Source: an optimization exercise on an open RTL-to-GDS flow (aim: small area). Production flows keep margins and buffers that such runs may drop. Only simulation tests tie the RTL to the original design; equivalence was not proved. Power figures rest on the tool's default switching activity, not on a simulated workload.

Design vga_status_overlay, start of the top module:
module vga_status_overlay #(
    parameter signed [15:0] TEMP_Q15_COLD = 16'sd4096,
    parameter signed [15:0] TEMP_Q15_HOT  = 16'sd16384
)(
    input  wire        pix_clk,
    input  wire        rst,
    input  wire [9:0]  hcount,
    input  wire [9:0]  vcount,
    input  wire        active_video,
    input  wire        frame_tick,
    input  wire [11:0] rgb_bg,
    input  wire  signed [15:0] sample_q15,
    input  wire  signed [15:0] duty_q15,
    input  wire         fan_temp_on,
    input  wire         fan_manual_on,
    input  wire         fan_pir_on,
    input  wire         fan_on,
    input  wire [7:0]   uart_tx_byte,
    input  wire         uart_tx_vld,
    input  wire         byte_accepted,
    input  wire  signed [15:0] theta_q15,
    input  wire         pir_active,
    input  wire         pir_rise,
    input  wire  signed [15:0] enc_pos,
    input  wire                enc_step_pulse,
    input  wire                enc_dir,
    input  wire        sw_temp_en,
    input  wire        sw_manual_en,
    input  wire        sw_pir_en,
    output reg  [11:0] rgb_out
);
    wire [9:0] h = hcount;
  ...
Size in the first run: roughly 250 flip-flops, about 130 I/O pins, roughly 0.013 sq mm of cells after synthesis.
export LEC_CHECK = 0
export ABC_AREA = 1
export CAP_MARGIN = 20
export CORE_MARGIN = 2
export CORE_UTILIZATION = 40
export GPL_TIMING_DRIVEN = 0
export SLEW_MARGIN = 20
create_clock -name core_clock -period 20.0 [get_ports {pix_clk}]
standard.sh (not shown) runs the stock make flow with config.mk's settings and CLKGATE_MAP_FILE= SYNTH_SCRIPT=/design/flow/synth_recipe.tcl, a recipe that flattens the netlist after the stock synthesis.
==> flow/flow/run.sh <==
#!/bin/bash
# Layout flow: the standard ORFS flow (standard.sh) with these changes:
#  - synthesis: no adder/half-adder cell extraction (ADDER_MAP_FILE empty),
#    and an area-oriented ABC mapping script (five rounds of
#    dc2; &dch -f; &nf -a). The rest of synthesis is the standard script
#    (synth_recipe.tcl), so the registers and their names are those of the
#    standard synthesis;
#  - plain buf_1 cells as port buffers (every input and output port still
#    gets its own buffer; repair_design resizes them where needed);
#  - clock tree synthesis with clkbuf_8 cells, small clusters and no dummy
#    loads.
# Each tool's full output goes to a log file in this folder (ORFS also keeps
# its per-step logs under orfs/logs).
set -euo pipefail
here=$(pwd)
rm -rf "$here/scripts_area"
cp -r "$FLOW_HOME/scripts" "$here/scripts_area"
round='strash\ndc2\n&get -n\n&st\n&dch -f\n&nf -R 1000 -a\n&put\n'
printf "${round}${round}${round}${round}${round}topo\nstime -c\n" > "$here/scripts_area/abc_area.script"
cp "$here/scripts_area/abc_area.script" "$here/scripts_area/abc_speed.script"
SCRIPTS_DIR="$here/scripts_area" ADDER_MAP_FILE= bash standard.sh synth > flow_synth.log 2>&1
export BUFFER_PORTS_ARGS="-buffer_cell sky130_fd_sc_hd__buf_1"
export CTS_ARGS="-sink_clustering_enable -repair_clock_nets -dont_use_dummy_load -buf_list sky130_fd_sc_hd__clkbuf_8 -sink_clustering_size 16 -sink_clustering_max_diameter 60"
bash standard.sh > flow_layout.log 2>&1
Change:
--- a/flow/flow/run.sh
+++ b/flow/flow/run.sh
@@ -4,3 +4,3 @@
 #    and an area-oriented ABC mapping script (five rounds of
-#    dc2; &dch -f; &nf -a). The rest of synthesis is the standard script
+#    dc2; &dch -f; &nf -a -R 3000 -F 12 -A 12). The rest of synthesis is the standard script
 #    (synth_recipe.tcl), so the registers and their names are those of the
@@ -17,3 +17,3 @@
 cp -r "$FLOW_HOME/scripts" "$here/scripts_area"
-round='strash\ndc2\n&get -n\n&st\n&dch -f\n&nf -R 1000 -a\n&put\n'
+round='strash\ndc2\n&get -n\n&st\n&dch -f\n&nf -R 3000 -a -F 12 -A 12\n&put\n'
 printf "${round}${round}${round}${round}${round}topo\nstime -c\n" > "$here/scripts_area/abc_area.script"
Settings changed: CORE_UTILIZATION 40 to 55, GPL_TIMING_DRIVEN 0 to default.
=> The changed run finished with timing, DRC and antenna clean. Non-clock buffer count rises by 13. Cell count falls by 3.9%. Total power falls by 0.70%. Count of clock-buffer cells in the layout is unchanged. Routed wire length falls by 5.8%.
Change:
--- a/flow/flow/run.sh
+++ b/flow/flow/run.sh
@@ -4,3 +4,3 @@
 #    and an area-oriented ABC mapping script (five rounds of
-#    dc2; &dch -f; &nf -a -R 3000 -F 12 -A 12). The rest of synthesis is the standard script
+#    dc2; &dch -f; &nf -a). The rest of synthesis is the standard script
 #    (synth_recipe.tcl), so the registers and their names are those of the
@@ -17,3 +17,3 @@
 cp -r "$FLOW_HOME/scripts" "$here/scripts_area"
-round='strash\ndc2\n&get -n\n&st\n&dch -f\n&nf -R 3000 -a -F 12 -A 12\n&put\n'
+round='strash\ndc2\n&get -n\n&st\n&dch -f\n&nf -R 1000 -a\n&put\n'
 printf "${round}${round}${round}${round}${round}topo\nstime -c\n" > "$here/scripts_area/abc_area.script"
Settings changed: CORE_UTILIZATION 55 to 40.
The new run produced a clean layout.
Clock power rose by a few percent.
Cell area rose slightly.
Via count fell slightly.
Change:
--- a/flow/flow/run.sh
+++ b/flow/flow/run.sh
@@ -4,3 +4,3 @@
 #    and an area-oriented ABC mapping script (five rounds of
-#    dc2; &dch -f; &nf -a). The rest of synthesis is the standard script
+#    dc2; &dch -f; &nf -a -R 3000 -F 12 -A 12). The rest of synthesis is the standard script
 #    (synth_recipe.tcl), so the registers and their names are those of the
@@ -17,3 +17,3 @@
 cp -r "$FLOW_HOME/scripts" "$here/scripts_area"
-round='strash\ndc2\n&get -n\n&st\n&dch -f\n&nf -R 1000 -a\n&put\n'
+round='strash\ndc2\n&get -n\n&st\n&dch -f\n&nf -R 3000 -a -F 12 -A 12\n&put\n'
 printf "${round}${round}${round}${round}${round}topo\nstime -c\n" > "$here/scripts_area/abc_area.script"
Routed wire length went down by 1.4%. Utilization went up by 0.30 points. Setup slack gets better by 300 ps. Power stays flat. Non-clock buffer count went up by 6. Final area went up by 0.40%.

========
Another version of the RTL of vga_status_overlay (not shown whole).
For scale: ~2400 cells after synthesis, about 250 flip-flops, ~130 I/O pins.
Settings: LEC_CHECK=0, ABC_AREA=1, CAP_MARGIN=20, CORE_MARGIN=2, CORE_UTILIZATION=40, SLEW_MARGIN=20; clock period 20.0 ns.
==> flow/flow/run.sh <==
#!/bin/bash
# Layout flow: the standard ORFS flow (standard.sh), with
#  - plain buf_1 cells as the port buffers (every input and output port still
#    gets its own buffer; repair_design resizes them where needed), and
#  - clock tree synthesis without dummy loads.
# Each tool's full output goes to a log file in this folder (ORFS also keeps
# its per-step logs under orfs/logs).
set -euo pipefail
export BUFFER_PORTS_ARGS="-buffer_cell sky130_fd_sc_hd__buf_1"
export CTS_ARGS="-sink_clustering_enable -repair_clock_nets -dont_use_dummy_load"
bash standard.sh > flow_standard.log 2>&1
Rerun with:
==> flow/flow/run.sh (replaced) <==
#!/bin/bash
# Layout flow: the standard ORFS flow (standard.sh) with three changes:
#  - synthesis maps with an area-oriented ABC script (dc2; dch -f; map -a).
#    Everything else in synthesis is the standard script, so the registers
#    and their names are those of the standard synthesis;
#  - plain buf_1 cells as port buffers (every input and output port still
#    gets its own buffer; repair_design resizes them where needed);
#  - clock tree synthesis with small clock buffers and no dummy loads.
# Each tool's full output goes to a log file in this folder (ORFS also keeps
# its per-step logs under orfs/logs).
set -euo pipefail
here=$(pwd)
rm -rf "$here/scripts_area"
cp -r "$FLOW_HOME/scripts" "$here/scripts_area"
printf 'strash\ndc2\ndch -f\nmap -a\ntopo\nstime -c\n' > "$here/scripts_area/abc_area.script"
cp "$here/scripts_area/abc_area.script" "$here/scripts_area/abc_speed.script"
SCRIPTS_DIR="$here/scripts_area" bash standard.sh synth > flow_synth.log 2>&1
export BUFFER_PORTS_ARGS="-buffer_cell sky130_fd_sc_hd__buf_1"
export CTS_ARGS="-sink_clustering_enable -repair_clock_nets -dont_use_dummy_load -buf_list sky130_fd_sc_hd__clkbuf_16 -sink_clustering_size 20 -sink_clustering_max_diameter 80"
bash standard.sh > flow_layout.log 2>&1
Final cell count decreases by 11%.
Flip-flop and latch count is unchanged.
Via count came out lower by 9.4%.
Power came out lower by 8.5%.
Global-route usage shrinks by 0.59 points.
Final area shrinks by 8.4%.
Utilization is about the same.
First-iteration DRC count came out lower by 10%.
Routed wire length fell by 11%.
Clock power came out lower by 18%.
Die area decreases by 8.7%.
Rerun with:
--- a/flow/flow/run.sh
+++ b/flow/flow/run.sh
@@ -17,4 +17,4 @@
 SCRIPTS_DIR="$here/scripts_area" bash standard.sh synth > flow_synth.log 2>&1
 export BUFFER_PORTS_ARGS="-buffer_cell sky130_fd_sc_hd__buf_1"
-export CTS_ARGS="-sink_clustering_enable -repair_clock_nets -dont_use_dummy_load -buf_list sky130_fd_sc_hd__clkbuf_16 -sink_clustering_size 20 -sink_clustering_max_diameter 80"
+export CTS_ARGS="-sink_clustering_enable -repair_clock_nets -dont_use_dummy_load -buf_list sky130_fd_sc_hd__clkbuf_8 -sink_clustering_size 12 -sink_clustering_max_diameter 60"
 bash standard.sh > flow_layout.log 2>&1
The new run completed with no timing, DRC or antenna violations.
Global-route usage is about the same.
Design area came out lower by about 0.6%.
Fmax went down by 0.61%.
Sequential power hardly moves.
Synthesized area does not change.
Via count stays flat.
Utilization goes down by 0.29 points.

========
vga_status_overlay, a different RTL version from the one above (not shown whole).
For scale: about 1,500 cells after synthesis, roughly 250 flip-flops, roughly 130 I/O pins, ~12,000 sq um of cells after synthesis.
## vga_status_overlay
module vga_status_overlay #(
    parameter signed [15:0] TEMP_Q15_COLD = 16'sd4096,
    parameter signed [15:0] TEMP_Q15_HOT  = 16'sd16384
)(
    input  wire        pix_clk,
    input  wire        rst,
    input  wire [9:0]  hcount,
    input  wire [9:0]  vcount,
    input  wire        active_video,
    input  wire        frame_tick,
    input  wire [11:0] rgb_bg,
    input  wire  signed [15:0] sample_q15,
    input  wire  signed [15:0] duty_q15,
    input  wire         fan_temp_on,
    input  wire         fan_manual_on,
    input  wire         fan_pir_on,
    input  wire         fan_on,
    input  wire [7:0]   uart_tx_byte,
    input  wire         uart_tx_vld,
    input  wire         byte_accepted,
    input  wire  signed [15:0] theta_q15,
    input  wire         pir_active,
    input  wire         pir_rise,
    input  wire  signed [15:0] enc_pos,
    input  wire                enc_step_pulse,
    input  wire                enc_dir,
    input  wire        sw_temp_en,
    input  wire        sw_manual_en,
    input  wire        sw_pir_en,
    output reg  [11:0] rgb_out
);
    wire [9:0] h = hcount;
    wire [9:0] v = vcount;
    reg rst_q, rst_qq;
    always @(posedge pix_clk) begin
        rst_q  <= rst;
        rst_qq <= rst_q;
    end
    wire s1_clr = rst_q | rst_qq;         
    wire ld     = frame_tick & ~rst;      
    wire ld_v   = ld & ~s1_clr;           
    reg [6:0]  st_s0, st_s1;       
    reg [15:0] smp_s0;
    reg [7:0]  smp_s1;             
    reg [3:0]  smp_s1_fb;          
    reg [8:0]  dty_s0;             
    reg [7:0]  dty_s1;             
    reg        dty_s1_neg;
    reg [15:0] th_s0;
    reg [8:0]  th_s1;              
    reg        th_s1_neg;
    reg [7:0]  txb_s0, txb_s1;
    reg [4:0]  ev_s0, ev_s1;       
    reg        dir_s0, dir_s1;
  ...
clock: 20.0 ns
lec_check: 0
abc_area: 1
cap_margin: 20
core_margin: 2
core_utilization: 55
slew_margin: 20
==> flow/flow/run.sh <==
#!/bin/bash
# Layout flow: the standard ORFS flow (standard.sh) with these changes:
#  - synthesis: no adder/half-adder cell extraction (ADDER_MAP_FILE empty),
#    and an area-oriented ABC mapping script (AIG optimisation with
#    &deepsyn -J 100 -S 1, a fixed seed and stop rule, then five rounds of
#    dc2; &dch -f; &nf -a -R 3000 -F 12 -A 12). The rest of synthesis is the standard script
#    (synth_recipe.tcl), so the registers and their names are those of the
#    standard synthesis;
#  - plain buf_1 cells as port buffers (every input and output port still
#    gets its own buffer; repair_design resizes them where needed);
#  - clock tree synthesis with clkbuf_8 cells, small clusters and no dummy
#    loads.
# Each tool's full output goes to a log file in this folder (ORFS also keeps
# its per-step logs under orfs/logs).
set -euo pipefail
here=$(pwd)
rm -rf "$here/scripts_area"
cp -r "$FLOW_HOME/scripts" "$here/scripts_area"
round='strash\ndc2\n&get -n\n&st\n&dch -f\n&nf -R 3000 -a -F 12 -A 12\n&put\n'
printf "strash\n&get -n\n&deepsyn -J 100 -S 1\n&put\n${round}${round}${round}${round}${round}topo\nstime -c\n" > "$here/scripts_area/abc_area.script"
cp "$here/scripts_area/abc_area.script" "$here/scripts_area/abc_speed.script"
SCRIPTS_DIR="$here/scripts_area" ADDER_MAP_FILE= bash standard.sh synth > flow_synth.log 2>&1
export BUFFER_PORTS_ARGS="-buffer_cell sky130_fd_sc_hd__buf_1"
export CTS_ARGS="-sink_clustering_enable -repair_clock_nets -dont_use_dummy_load -buf_list sky130_fd_sc_hd__clkbuf_8 -sink_clustering_size 20 -sink_clustering_max_diameter 60"
bash standard.sh > flow_layout.log 2>&1
Rerun with:
--- a/flow/flow/run.sh
+++ b/flow/flow/run.sh
@@ -2,6 +2,5 @@
 # Layout flow: the standard ORFS flow (standard.sh) with these changes:
 #  - synthesis: no adder/half-adder cell extraction (ADDER_MAP_FILE empty),
-#    and an area-oriented ABC mapping script (AIG optimisation with
-#    &deepsyn -J 100 -S 1, a fixed seed and stop rule, then five rounds of
+#    and an area-oriented ABC mapping script (five rounds of
 #    dc2; &dch -f; &nf -a -R 3000 -F 12 -A 12). The rest of synthesis is the standard script
 #    (synth_recipe.tcl), so the registers and their names are those of the
@@ -18,5 +17,5 @@
 cp -r "$FLOW_HOME/scripts" "$here/scripts_area"
 round='strash\ndc2\n&get -n\n&st\n&dch -f\n&nf -R 3000 -a -F 12 -A 12\n&put\n'
-printf "strash\n&get -n\n&deepsyn -J 100 -S 1\n&put\n${round}${round}${round}${round}${round}topo\nstime -c\n" > "$here/scripts_area/abc_area.script"
+printf "${round}${round}${round}${round}${round}topo\nstime -c\n" > "$here/scripts_area/abc_area.script"
 cp "$here/scripts_area/abc_area.script" "$here/scripts_area/abc_speed.script"
 SCRIPTS_DIR="$here/scripts_area" ADDER_MAP_FILE= bash standard.sh synth > flow_synth.log 2>&1
After rerunning: Final area increases by a few percent. Wire length increases by a few percent. Total power increases by a few percent. Clock power hardly moves. Worst setup slack is better by 0.64 ns. Combinational power increases by a quarter to a third.
Rerun with:
--- a/flow/flow/run.sh
+++ b/flow/flow/run.sh
@@ -2,6 +2,8 @@
 # Layout flow: the standard ORFS flow (standard.sh) with these changes:
 #  - synthesis: no adder/half-adder cell extraction (ADDER_MAP_FILE empty),
-#    and an area-oriented ABC mapping script (five rounds of
-#    dc2; &dch -f; &nf -a -R 3000 -F 12 -A 12). The rest of synthesis is the standard script
+#    and an area-oriented ABC mapping script: five rounds of
+#    dc2; &dch -f; &nf -a -R 3000 -F 12 -A 12 (area mapping), with AIG
+#    optimisation by &deepsyn -J 100 -S 1 (fixed seed and stop rule) before
+#    the first and the third. The rest of synthesis is the standard script
 #    (synth_recipe.tcl), so the registers and their names are those of the
 #    standard synthesis;
@@ -17,5 +19,6 @@
 cp -r "$FLOW_HOME/scripts" "$here/scripts_area"
 round='strash\ndc2\n&get -n\n&st\n&dch -f\n&nf -R 3000 -a -F 12 -A 12\n&put\n'
-printf "${round}${round}${round}${round}${round}topo\nstime -c\n" > "$here/scripts_area/abc_area.script"
+deep='strash\n&get -n\n&deepsyn -J 100 -S 1\n&put\n'
+printf "${deep}${round}${round}${deep}${round}${round}${round}topo\nstime -c\n" > "$here/scripts_area/abc_area.script"
 cp "$here/scripts_area/abc_area.script" "$here/scripts_area/abc_speed.script"
 SCRIPTS_DIR="$here/scripts_area" ADDER_MAP_FILE= bash standard.sh synth > flow_synth.log 2>&1
Result:
- total power fell by 6.9%
- sequential power is lower by about 1%
- final area went down by 5.3%
- wire length falls by 6.0%
- count of clock-buffer cells in the layout came out lower by 2
- flip-flop and latch count does not change
- global-route usage went down by 0.72 points
Rerun with:
==> flow/flow/run.sh (replaced) <==
#!/bin/bash
# Layout flow: the standard ORFS flow (standard.sh) with these changes:
#  - synthesis: no adder/half-adder cell extraction (ADDER_MAP_FILE empty),
#    and an area-oriented ABC mapping script (five rounds of
#    dc2; &dch -f; &nf -a -R 3000 -F 12 -A 12). The rest of synthesis is the standard script
#    (synth_recipe.tcl), so the registers and their names are those of the
#    standard synthesis;
#  - plain buf_1 cells as port buffers (every input and output port still
#    gets its own buffer; repair_design resizes them where needed);
#  - clock tree synthesis with clkbuf_8 cells, small clusters and no dummy
#    loads.
# Each tool's full output goes to a log file in this folder (ORFS also keeps
# its per-step logs under orfs/logs).
set -euo pipefail
here=$(pwd)
rm -rf "$here/scripts_area"
cp -r "$FLOW_HOME/scripts" "$here/scripts_area"
round='strash\ndc2\n&get -n\n&st\n&dch -f\n&nf -R 3000 -a -F 12 -A 12\n&put\n'
printf "${round}${round}${round}${round}${round}topo\nstime -c\n" > "$here/scripts_area/abc_area.script"
cp "$here/scripts_area/abc_area.script" "$here/scripts_area/abc_speed.script"
SCRIPTS_DIR="$here/scripts_area" ADDER_MAP_FILE= bash standard.sh synth > flow_synth.log 2>&1
export BUFFER_PORTS_ARGS="-buffer_cell sky130_fd_sc_hd__buf_1"
export CTS_ARGS="-sink_clustering_enable -repair_clock_nets -dont_use_dummy_load -buf_list sky130_fd_sc_hd__clkbuf_8 -sink_clustering_size 16 -sink_clustering_max_diameter 60"
bash standard.sh > flow_layout.log 2>&1
After rerunning: Worst hold slack got worse by 0.029 ns. Cell count climbs by 12%. Via count climbs by 11%.

port drivers added, routing unchanged:
No port has a modelled driver above. Below, the same layouts with a new extraction and two added sets of constraints. Step 1: set_driving_cell puts a clkbuf_16 on pix_clk and a buf_2 on each other input, an assumption about the parent block. Step 2 moves the port delays by t, midway between the first and last clock arrival at a register: inputs arrive t later, outputs are due t later. That takes back most of the time a late clock gives input paths. Slacks: ideal / step 1 / step 2; pairs: ideal / step 1.
run | t (ns) | setup slack, ns | worst setup path after step 2
the first run of note 1 | 0.603 | 1.103 / 1.067 / 1.067 | input to output
the second run of note 1 | 0.578 | 2.160 / 2.134 / 2.134 | input to output
the third run of note 1 | 0.598 | 1.987 / 1.951 / 1.951 | input to output
the fourth run of note 1 | 0.615 | 2.284 / 2.260 / 2.260 | input to output
the first run of note 2 | 0.572 | 4.751 / 4.682 / 4.682 | input to output
the second run of note 2 | 0.551 | 1.803 / 1.769 / 1.769 | input to output
the third run of note 2 | 0.593 | 1.691 / 1.665 / 1.665 | input to output
the first run of note 3 | 0.579 | 1.269 / 1.235 / 1.235 | input to output
the second run of note 3 | 0.568 | 1.912 / 1.843 / 1.843 | input to output
the third run of note 3 | 0.548 | 1.279 / 1.247 / 1.247 | input to output
the fourth run of note 3 | 0.559 | 1.948 / 1.881 / 1.881 | input to output
After both steps setup and hold are still met in every run listed.
